Context: an optimization exercise on an open-source flow, tuned for small area. The choices shown serve that exercise and are no tape-out recipe. Only simulation tests tie the RTL to the original design; equivalence was not proved. No activity file was given, so power comes from the tool's default toggle rates.

==> run a <==
==> flow/design.v <==
module Config (CLK, RST, Rx, ComActive, ReceiveLED, s_clk, s_data, SelfWriteData, SelfWriteStrobe, ConfigWriteData, ConfigWriteStrobe, FrameAddressRegister, LongFrameStrobe, RowSelect);
	input CLK;
	input RST;  
	input Rx;
	output ComActive;
	output ReceiveLED;
	input s_clk;
	input s_data;
	input [31:0] SelfWriteData;
	input SelfWriteStrobe;
	output [31:0] ConfigWriteData;
	output ConfigWriteStrobe;
	output reg [31:0] FrameAddressRegister;
	output LongFrameStrobe;
	output [4:0] RowSelect;
	localparam TimeOutLoad = 15'h7FFF;
	localparam TimeOutEnd = 15'h5922;  
	localparam TestFileChecksum = 20'h4FB00;
	localparam WaitForStartBit=0, DelayAfterStartBit=1, GetBit0=2, GetBit7=9, GetStopBit=10;
	localparam Idle=0, GetID_00=1, GetID_AA=2, GetID_FF=3, GetCommand=4, EvalCommand=5, GetData=6;
	reg RxLocal;
	reg [4:0] ComCount;
	reg [3:0] ComState;
	reg [7:0] ReceivedWord;      
	reg [2:0] PresentState;
	reg HeaderOK;                
	reg HexMode;                 
	reg [14:0] TimeOutCounter;   
	reg [1:0] ByteStage;         
	reg [1:0] GetWordState;
	reg [31:0] UART_WriteData;   
	reg [19:0] CRCReg;
	reg UART_LED;
	reg [21:0] blink;            
	reg blink_bit;               
	wire ComTick = ComCount[4] & ~ComCount[2] & ~ComCount[1] & ComCount[0];  
	wire InWait = (ComState == WaitForStartBit);
	wire StopTick = (ComState == GetStopBit) & ComTick;
	wire TimeToSend = (TimeOutCounter == TimeOutEnd);
	wire blink_zero = (blink[20:0] == 21'd0);
	wire InData = (PresentState == GetData);
	wire ByteDone = StopTick & InData & ~HexMode;
	wire AddByte = ByteStage[0] & ~ByteStage[1];
	wire WriteByte = ByteStage[0] & ByteStage[1];
	wire ClearData = RST | ~InData | TimeToSend;
	wire [7:0] LaneData = ReceivedWord & {8{~ClearData}};
	wire UART_ComActive = InData;
	wire UART_WriteStrobe = ~ByteStage[0] & ByteStage[1] & (GetWordState == 2'd0);  
	always @ (posedge CLK) begin
		RxLocal <= Rx | RST;
		if (InWait)
			ComCount <= 5'b00001;
		else
			ComCount <= {ComCount[3:0], ~(ComCount[4] ^ (ComCount[1] & ~ComCount[2]))};
		if (RST)
			ComState <= WaitForStartBit;
		else if (InWait) begin
			if (!RxLocal)
				ComState <= DelayAfterStartBit;
		end else if (ComTick) begin
			if (ComState == GetStopBit)
				ComState <= WaitForStartBit;
			else
				ComState <= ComState + 4'd1;
		end
		if (ComTick && ComState >= GetBit0 && ComState <= GetBit7)
			ReceivedWord <= {RxLocal, ReceivedWord[7:1]};
		if (StopTick) begin
			case (PresentState)
			GetID_00: HeaderOK <= (ReceivedWord == 8'h00);
			GetID_AA: HeaderOK <= HeaderOK & (ReceivedWord == 8'hAA);
			GetID_FF: HeaderOK <= HeaderOK & (ReceivedWord == 8'hFF);
			GetCommand: begin
				HeaderOK <= HeaderOK & (ReceivedWord[6:0] == 7'h01 || ReceivedWord[6:0] == 7'h02);
				HexMode <= ReceivedWord[7];
			end
			default: ;
			endcase
		end
		if (RST)
			PresentState <= Idle;
		else case (PresentState)
			Idle: if (InWait && !RxLocal) PresentState <= GetID_00;
			GetID_00, GetID_AA, GetID_FF, GetCommand:
				if (TimeToSend) PresentState <= Idle;
				else if (StopTick) PresentState <= PresentState + 3'd1;
			EvalCommand: PresentState <= HeaderOK ? GetData : Idle;
			GetData: if (TimeToSend) PresentState <= Idle;
			default: PresentState <= Idle;
		endcase
		if (PresentState == Idle || ComState == GetStopBit)
			TimeOutCounter <= TimeOutLoad;
		else
			TimeOutCounter <= {TimeOutCounter[13:0], TimeOutCounter[14] ^ TimeOutCounter[13]};
		if (RST)
			ByteStage <= 2'b00;
		else begin
			ByteStage[1] <= ByteStage[0];
			ByteStage[0] <= ByteDone | AddByte;
		end
		if (!InData)
			GetWordState <= 2'd0;
		else if (WriteByte)
			GetWordState <= GetWordState + 2'd1;
		if (ClearData || (WriteByte && GetWordState == 2'd0)) UART_WriteData[31:24] <= LaneData;
		if (ClearData || (WriteByte && GetWordState == 2'd1)) UART_WriteData[23:16] <= LaneData;
		if (ClearData || (WriteByte && GetWordState == 2'd2)) UART_WriteData[15:8] <= LaneData;
		if (ClearData || (WriteByte && GetWordState == 2'd3)) UART_WriteData[7:0] <= LaneData;
		if (RST)
			CRCReg <= TestFileChecksum;
		else if (PresentState == GetCommand)
			CRCReg <= 20'd0;
		else
			CRCReg <= CRCReg + {12'd0, ReceivedWord & {8{AddByte}}};
		if (RST)
			UART_LED <= 1'b0;
		else if (InData)
			UART_LED <= 1'b1;
		else if (PresentState == Idle && CRCReg != TestFileChecksum)
			UART_LED <= blink_bit;
		else
			UART_LED <= 1'b0;
		if (RST) begin
			blink <= 22'd0;
			blink_bit <= 1'b0;
		end else begin
			blink <= {blink[20:0], blink[21] ^ blink[20] ^ blink_zero};
			blink_bit <= blink_bit ^ (blink_zero & ~blink[21]);
		end
	end
	reg [3:0] s_clk_sample;
	reg s_data_sample0;
	reg [2:0] s_data_delay;      
	reg [31:0] serial_data;
	reg [4:0] ctrl_state;
	reg local_strobe;
	reg old_local_strobe;
	reg BitBangWriteStrobe;
	reg [31:0] BitBangWriteData;
	reg BitBangActive;
	function [4:0] kmp_next;
	input [4:0] s;
	input b;
	begin
		case (s)
		5'd0: kmp_next = b ? 5'd1 : 5'd0;
		5'd1: kmp_next = b ? 5'd2 : 5'd0;
		5'd2: kmp_next = b ? 5'd3 : 5'd0;
		5'd3: kmp_next = b ? 5'd4 : 5'd0;
		5'd4: kmp_next = b ? 5'd5 : 5'd0;
		5'd5: kmp_next = b ? 5'd5 : 5'd6;
		5'd6: kmp_next = b ? 5'd7 : 5'd0;
		5'd7: kmp_next = b ? 5'd2 : 5'd8;
		5'd8: kmp_next = b ? 5'd9 : 5'd0;
		5'd9: kmp_next = b ? 5'd2 : 5'd10;
		5'd10: kmp_next = b ? 5'd11 : 5'd0;
		5'd11: kmp_next = b ? 5'd12 : 5'd0;
		5'd12: kmp_next = b ? 5'd3 : 5'd13;
		5'd13: kmp_next = b ? 5'd1 : 5'd14;
		5'd14: kmp_next = b ? 5'd1 : 5'd15;
		5'd15: kmp_next = b ? 5'd17 : 5'd16;
		5'd16: kmp_next = b ? 5'd1 : 5'd0;
		5'd17: kmp_next = b ? 5'd2 : 5'd0;
		default: kmp_next = 5'd0;
		endcase
	end
	endfunction
	wire s_data3 = s_data_delay[2];
	wire bb_rise = ~s_clk_sample[3] & s_clk_sample[2];
	wire bb_fall = s_clk_sample[3] & ~s_clk_sample[2];
	wire on_match = (ctrl_state == 5'd17);
	wire off_match = (ctrl_state == 5'd16);
	always @ (posedge CLK) begin
		s_data_delay <= {s_data_delay[1:0], s_data_sample0};
		old_local_strobe <= local_strobe;  
		if (bb_rise)
			serial_data[31:16] <= serial_data[30:15];
		if (on_match)
			BitBangWriteData <= serial_data;
		if (RST) begin
			s_clk_sample <= 4'b0;
			s_data_sample0 <= 1'b0;
			serial_data[15:0] <= 16'b0;
			ctrl_state <= 5'd0;
			local_strobe <= 1'b0;
			BitBangWriteStrobe <= 1'b0;
			BitBangActive <= 1'b0;
		end else begin
			s_clk_sample <= {s_clk_sample[2:0], s_clk};
			s_data_sample0 <= s_data;
			if (bb_rise)
				serial_data[15:0] <= {serial_data[14:0], s_data3};
			if (bb_fall)
				ctrl_state <= kmp_next(ctrl_state, s_data3);
			local_strobe <= on_match;
			BitBangWriteStrobe <= local_strobe & ~old_local_strobe;
			if (on_match)
				BitBangActive <= 1'b1;
			else if (off_match)
				BitBangActive <= 1'b0;
		end
	end
	wire SelBitBang = ~UART_ComActive & BitBangActive;
	wire SelCPU = ~UART_ComActive & ~BitBangActive;
	genvar gi;
	generate for (gi = 0; gi < 32; gi = gi + 1) begin : g_data
		port_select u_sel (.a(UART_WriteData[gi]), .b(BitBangWriteData[gi]), .sb(SelBitBang), .c(SelfWriteData[gi]), .sc(SelCPU), .y(ConfigWriteData[gi]));
	end endgenerate
	port_select u_sel_strobe (.a(UART_WriteStrobe), .b(BitBangWriteStrobe), .sb(SelBitBang), .c(SelfWriteStrobe), .sc(SelCPU), .y(ConfigWriteStrobe));
	assign ComActive = UART_ComActive;
	assign ReceiveLED = UART_LED ^ BitBangWriteStrobe;
	reg [3:0] FrameShiftState;
	reg synced;
	reg old_reset;
	reg [1:0] frame_strobe;
	wire restart = ~old_reset & (UART_ComActive | BitBangActive);
	wire last_row = ConfigWriteStrobe & (FrameShiftState == 4'd1);
	always @ (posedge CLK) begin
		old_reset <= UART_ComActive | BitBangActive;
		if (RST) begin
			synced <= 1'b0;
			FrameShiftState <= 4'd0;
			FrameAddressRegister <= 32'd0;
			frame_strobe <= 2'b00;
		end else begin
			frame_strobe[1] <= frame_strobe[0];
			frame_strobe[0] <= (last_row & ~restart) | (frame_strobe[0] & ~frame_strobe[1]);
			if (restart) begin
				synced <= 1'b0;
				FrameShiftState <= 4'd0;
			end else if (ConfigWriteStrobe) begin
				if (FrameShiftState != 4'd0) begin
					FrameShiftState <= FrameShiftState - 4'd1;
				end else if (!synced) begin
					if (ConfigWriteData == 32'hFAB0_FAB1)
						synced <= 1'b1;
				end else if (ConfigWriteData[20]) begin
					synced <= 1'b0;
				end else begin
					FrameAddressRegister <= ConfigWriteData;
					FrameShiftState <= 4'd12;
				end
			end
		end
	end
	assign LongFrameStrobe = frame_strobe[1];
	assign RowSelect = ConfigWriteStrobe ? {1'b0, FrameShiftState} : 5'b11111;
endmodule
module port_select (input a, input b, input sb, input c, input sc, output y);
	assign y = a | (b & sb) | (c & sc);
endmodule
==> flow/flow/run.sh <==
#!/bin/bash
# The standard layout (the standard.sh: standard synthesis, floorplan, power grid,
# tap cells, placement, CTS, routing), with two changes to how cells are chosen:
#  - the port buffers that every input and output gets are sky130_fd_sc_hd__buf_1
#  - CTS uses clkbuf_8 leaf clusters of at most 18 sinks and inserts no dummy loads
# ORFS writes each step's full log under orfs/logs/; make's own output goes to flow_make.log.
set -euo pipefail
bash standard.sh \
  "BUFFER_PORTS_ARGS=-buffer_cell sky130_fd_sc_hd__buf_1" \
  "CTS_ARGS=-sink_clustering_enable -repair_clock_nets -dont_use_dummy_load -buf_list sky130_fd_sc_hd__clkbuf_8 -sink_clustering_size 18 -sink_clustering_max_diameter 60" \
  finish > flow_make.log 2>&1
==> flow/standard.sh <==
#!/bin/bash
# synth_recipe.tcl (not shown) runs the flow's synth.tcl, then flattens the netlist and writes it again
# the make line also repeats each setting of config.mk as NAME=value (left out here)
make -C /OpenROAD-flow-scripts/flow DESIGN_CONFIG=/design/flow/config.mk WORK_HOME=/design/flow/orfs CLKGATE_MAP_FILE= SYNTH_SCRIPT=/design/flow/synth_recipe.tcl "${@:-finish}"
==> flow/config.mk <==
export PLATFORM = sky130hd
export DESIGN_NAME = Config
export DESIGN_NICKNAME = Config
export VERILOG_FILES = /design/flow/design.v
export SDC_FILE = /design/flow/constraint.sdc
export NUM_CORES = 4
export LEC_CHECK = 0
export CAP_MARGIN = 20
export CORE_MARGIN = 2
export CORE_UTILIZATION = 65
export PLACE_DENSITY = 0.75
export SLEW_MARGIN = 20
export SYNTH_HIERARCHICAL = 1
==> flow/constraint.sdc <==
create_clock -name core_clock -period 10.0 [get_ports {CLK}]
set_input_delay 2.0000 -clock core_clock [delete_from_list [all_inputs] [get_ports {CLK}]]
set_output_delay 2.0000 -clock core_clock [all_outputs]
set_load 0.01 [all_outputs]
==> inputs of run b, as changes to run a <==
--- a/flow/design.v
+++ b/flow/design.v
@@ -14,5 +14,4 @@
 	output LongFrameStrobe;
 	output [4:0] RowSelect;
-	localparam TimeOutLoad = 15'h7FFF;
 	localparam TimeOutEnd = 15'h5922;  
 	localparam TestFileChecksum = 20'h4FB00;
@@ -24,6 +23,5 @@
 	reg [7:0] ReceivedWord;      
 	reg [2:0] PresentState;
-	reg HeaderOK;                
-	reg HexMode;                 
+	reg HeaderOK_HexMode;
 	reg [14:0] TimeOutCounter;   
 	reg [1:0] ByteStage;         
@@ -37,10 +35,51 @@
 	wire InWait = (ComState == WaitForStartBit);
 	wire StopTick = (ComState == GetStopBit) & ComTick;
-	wire TimeToSend = (TimeOutCounter == TimeOutEnd);
-	wire blink_zero = (blink[20:0] == 21'd0);
+	wire [14:0] TimeOut = TimeOutCounter ^ 15'h2AAA;
+	wire [21:0] blink_s = blink ^ 22'h2AAAAA;
+	wire TimeToSend = (TimeOut == TimeOutEnd);
+	wire blink_zero = (blink_s[20:0] == 21'd0);
+	wire TimeOutReload = (PresentState == Idle) | (ComState == GetStopBit);
+	wire TimeOutKeep = ~TimeOutReload;
+	wire NotRST = ~RST;
+	wire [14:0] TimeOutNext;
+	wire [21:0] blink_next;
+	assign TimeOutNext[0] = TimeOutReload | (TimeOut[14] ^ TimeOut[13]);
+	assign blink_next[0] = NotRST & (blink_s[21] ^ blink_s[20] ^ blink_zero);
+	genvar gs;
+	generate
+		for (gs = 1; gs < 15; gs = gs + 1) begin : g_timeout
+			if (gs % 2) begin : g_odd    
+				nor2_cell u_g (.a(TimeOutReload), .b(TimeOutCounter[gs-1]), .y(TimeOutNext[gs]));
+			end else begin : g_even      
+				nand2_cell u_g (.a(TimeOutKeep), .b(TimeOutCounter[gs-1]), .y(TimeOutNext[gs]));
+			end
+		end
+		for (gs = 1; gs < 22; gs = gs + 1) begin : g_blink
+			if (gs % 2) begin : g_odd    
+				nand2_cell u_g (.a(NotRST), .b(blink[gs-1]), .y(blink_next[gs]));
+			end else begin : g_even      
+				nor2_cell u_g (.a(RST), .b(blink[gs-1]), .y(blink_next[gs]));
+			end
+		end
+	endgenerate
 	wire InData = (PresentState == GetData);
-	wire ByteDone = StopTick & InData & ~HexMode;
+	wire ByteDone = StopTick & InData & ~HeaderOK_HexMode;
 	wire AddByte = ByteStage[0] & ~ByteStage[1];
 	wire WriteByte = ByteStage[0] & ByteStage[1];
+	wire InBits = (ComState[3] & ~ComState[1]) | (~ComState[3] & (ComState[2] | ComState[1]));
+	wire [7:0] CRCAddend = ReceivedWord & {8{AddByte}};
+	wire [20:0] CRCCarry;
+	wire [19:0] CRCSum;
+	assign CRCCarry[0] = 1'b0;
+	genvar gc;
+	generate for (gc = 0; gc < 20; gc = gc + 1) begin : g_crc
+		if (gc < 8) begin : g_lo
+			assign CRCSum[gc] = CRCReg[gc] ^ CRCAddend[gc] ^ CRCCarry[gc];
+			assign CRCCarry[gc+1] = (CRCReg[gc] & CRCAddend[gc]) | (CRCCarry[gc] & (CRCReg[gc] ^ CRCAddend[gc]));
+		end else begin : g_hi
+			assign CRCSum[gc] = CRCReg[gc] ^ CRCCarry[gc];
+			assign CRCCarry[gc+1] = CRCReg[gc] & CRCCarry[gc];
+		end
+	end endgenerate
 	wire ClearData = RST | ~InData | TimeToSend;
 	wire [7:0] LaneData = ReceivedWord & {8{~ClearData}};
@@ -62,20 +101,19 @@
 				ComState <= WaitForStartBit;
 			else
-				ComState <= ComState + 4'd1;
-		end
-		if (ComTick && ComState >= GetBit0 && ComState <= GetBit7)
+				ComState <= {ComState[3] ^ (ComState[2] & ComState[1] & ComState[0]), ComState[2] ^ (ComState[1] & ComState[0]), ComState[1] ^ ComState[0], ~ComState[0]};
+		end
+		if (ComTick && InBits)
 			ReceivedWord <= {RxLocal, ReceivedWord[7:1]};
 		if (StopTick) begin
 			case (PresentState)
-			GetID_00: HeaderOK <= (ReceivedWord == 8'h00);
-			GetID_AA: HeaderOK <= HeaderOK & (ReceivedWord == 8'hAA);
-			GetID_FF: HeaderOK <= HeaderOK & (ReceivedWord == 8'hFF);
-			GetCommand: begin
-				HeaderOK <= HeaderOK & (ReceivedWord[6:0] == 7'h01 || ReceivedWord[6:0] == 7'h02);
-				HexMode <= ReceivedWord[7];
-			end
+			GetID_00: HeaderOK_HexMode <= (ReceivedWord == 8'h00);
+			GetID_AA: HeaderOK_HexMode <= HeaderOK_HexMode & (ReceivedWord == 8'hAA);
+			GetID_FF: HeaderOK_HexMode <= HeaderOK_HexMode & (ReceivedWord == 8'hFF);
+			GetCommand: HeaderOK_HexMode <= HeaderOK_HexMode & (ReceivedWord[6:0] == 7'h01 || ReceivedWord[6:0] == 7'h02);
 			default: ;
 			endcase
 		end
+		if (PresentState == EvalCommand)
+			HeaderOK_HexMode <= ReceivedWord[7];
 		if (RST)
 			PresentState <= Idle;
@@ -84,13 +122,10 @@
 			GetID_00, GetID_AA, GetID_FF, GetCommand:
 				if (TimeToSend) PresentState <= Idle;
-				else if (StopTick) PresentState <= PresentState + 3'd1;
-			EvalCommand: PresentState <= HeaderOK ? GetData : Idle;
+				else if (StopTick) PresentState <= {PresentState[2] ^ (PresentState[1] & PresentState[0]), PresentState[1] ^ PresentState[0], ~PresentState[0]};
+			EvalCommand: PresentState <= HeaderOK_HexMode ? GetData : Idle;
 			GetData: if (TimeToSend) PresentState <= Idle;
 			default: PresentState <= Idle;
 		endcase
-		if (PresentState == Idle || ComState == GetStopBit)
-			TimeOutCounter <= TimeOutLoad;
-		else
-			TimeOutCounter <= {TimeOutCounter[13:0], TimeOutCounter[14] ^ TimeOutCounter[13]};
+		TimeOutCounter <= TimeOutNext;
 		if (RST)
 			ByteStage <= 2'b00;
@@ -102,5 +137,5 @@
 			GetWordState <= 2'd0;
 		else if (WriteByte)
-			GetWordState <= GetWordState + 2'd1;
+			GetWordState <= {GetWordState[1] ^ GetWordState[0], ~GetWordState[0]};
 		if (ClearData || (WriteByte && GetWordState == 2'd0)) UART_WriteData[31:24] <= LaneData;
 		if (ClearData || (WriteByte && GetWordState == 2'd1)) UART_WriteData[23:16] <= LaneData;
@@ -112,5 +147,5 @@
 			CRCReg <= 20'd0;
 		else
-			CRCReg <= CRCReg + {12'd0, ReceivedWord & {8{AddByte}}};
+			CRCReg <= CRCSum;
 		if (RST)
 			UART_LED <= 1'b0;
@@ -121,11 +156,9 @@
 		else
 			UART_LED <= 1'b0;
-		if (RST) begin
-			blink <= 22'd0;
+		blink <= blink_next;   
+		if (RST)
 			blink_bit <= 1'b0;
-		end else begin
-			blink <= {blink[20:0], blink[21] ^ blink[20] ^ blink_zero};
-			blink_bit <= blink_bit ^ (blink_zero & ~blink[21]);
-		end
+		else
+			blink_bit <= blink_bit ^ (blink_zero & ~blink_s[21]);
 	end
 	reg [3:0] s_clk_sample;
@@ -171,6 +204,14 @@
 	wire on_match = (ctrl_state == 5'd17);
 	wire off_match = (ctrl_state == 5'd16);
+	wire sd_ld = ~RST & bb_rise;
+	wire sd_hd = ~RST & ~bb_rise;
+	wire [15:0] sd_next;
+	genvar gd;
+	generate for (gd = 0; gd < 16; gd = gd + 1) begin : g_sd
+		ao22_cell u_g (.a(sd_ld), .b(gd == 0 ? s_data3 : serial_data[gd-1]), .c(sd_hd), .d(serial_data[gd]), .y(sd_next[gd]));
+	end endgenerate
 	always @ (posedge CLK) begin
 		s_data_delay <= {s_data_delay[1:0], s_data_sample0};
+		serial_data[15:0] <= sd_next;   
 		old_local_strobe <= local_strobe;  
 		if (bb_rise)
@@ -181,5 +222,4 @@
 			s_clk_sample <= 4'b0;
 			s_data_sample0 <= 1'b0;
-			serial_data[15:0] <= 16'b0;
 			ctrl_state <= 5'd0;
 			local_strobe <= 1'b0;
@@ -189,6 +229,4 @@
 			s_clk_sample <= {s_clk_sample[2:0], s_clk};
 			s_data_sample0 <= s_data;
-			if (bb_rise)
-				serial_data[15:0] <= {serial_data[14:0], s_data3};
 			if (bb_fall)
 				ctrl_state <= kmp_next(ctrl_state, s_data3);
@@ -216,10 +254,18 @@
 	wire restart = ~old_reset & (UART_ComActive | BitBangActive);
 	wire last_row = ConfigWriteStrobe & (FrameShiftState == 4'd1);
+	wire far_load = ~restart & ConfigWriteStrobe & (FrameShiftState == 4'd0) & synced & ~ConfigWriteData[20];
+	wire far_ld = ~RST & far_load;
+	wire far_hd = ~RST & ~far_load;
+	wire [31:0] far_next;
+	genvar gf;
+	generate for (gf = 0; gf < 32; gf = gf + 1) begin : g_far
+		ao22_cell u_g (.a(far_ld), .b(ConfigWriteData[gf]), .c(far_hd), .d(FrameAddressRegister[gf]), .y(far_next[gf]));
+	end endgenerate
 	always @ (posedge CLK) begin
 		old_reset <= UART_ComActive | BitBangActive;
+		FrameAddressRegister <= far_next;   
 		if (RST) begin
 			synced <= 1'b0;
 			FrameShiftState <= 4'd0;
-			FrameAddressRegister <= 32'd0;
 			frame_strobe <= 2'b00;
 		end else begin
@@ -231,5 +277,5 @@
 			end else if (ConfigWriteStrobe) begin
 				if (FrameShiftState != 4'd0) begin
-					FrameShiftState <= FrameShiftState - 4'd1;
+					FrameShiftState <= {FrameShiftState[3] ^ ~(FrameShiftState[2] | FrameShiftState[1] | FrameShiftState[0]), FrameShiftState[2] ^ ~(FrameShiftState[1] | FrameShiftState[0]), FrameShiftState[1] ^ ~FrameShiftState[0], ~FrameShiftState[0]};
 				end else if (!synced) begin
 					if (ConfigWriteData == 32'hFAB0_FAB1)
@@ -238,5 +284,4 @@
 					synced <= 1'b0;
 				end else begin
-					FrameAddressRegister <= ConfigWriteData;
 					FrameShiftState <= 4'd12;
 				end
@@ -250,2 +295,11 @@
 	assign y = a | (b & sb) | (c & sc);
 endmodule
+module nor2_cell (input a, input b, output y);
+	assign y = ~(a | b);
+endmodule
+module nand2_cell (input a, input b, output y);
+	assign y = ~(a & b);
+endmodule
+module ao22_cell (input a, input b, input c, input d, output y);
+	assign y = (a & b) | (c & d);
+endmodule
==> comparison <==
Of run b and run a, run b has the higher non-clock buffer count (gap 1). Between run b and run a, the lower setup slack is in run b (gap 1.1 ns). Of run b and run a, run b has the higher core utilization (gap 0.65 points). In clock power, run a and run b hardly differ. In run b the first-iteration DRC count is smaller than in run a, by 22%. Sequential cell count is the same in run a and run b. Run a finished clean. Run b finished with timing, DRC and antenna clean.

==> what the ideal ports hide <==
No port has a modelled driver above. Below, the same layouts with a new extraction and two added sets of constraints. Step 1 sets driving cells, clkbuf_16 on the clock port and buf_2 on the other inputs (assumed; they add their load-dependent delay and slew). Step 2 adds t to the input delays and takes it off the output delays; t is the mean of the earliest and latest rising clock arrival at the registers after step 1. Input paths then give back, and output paths get back, about the clock's delay inside the block. Slacks: no drivers / after step 1 / after step 2; pairs: no drivers / after step 1.
run	t, ns	setup slack, ns	worst hold slack (ns)	worst slew at a driven data input, ns	pins driven straight from the clock port
run a	0.532	5.178 / 5.155 / 5.155	0.329 / 0.329 / 0.329	0.04	1
run b	0.526	4.103 / 4.103 / 4.103	0.339 / 0.339 / 0.339	0.04	1
After both steps every run listed still meets setup and hold. The setup slack of run a, which loses most, moves by -0.023 ns with the drivers and by -0.023 ns with both steps.
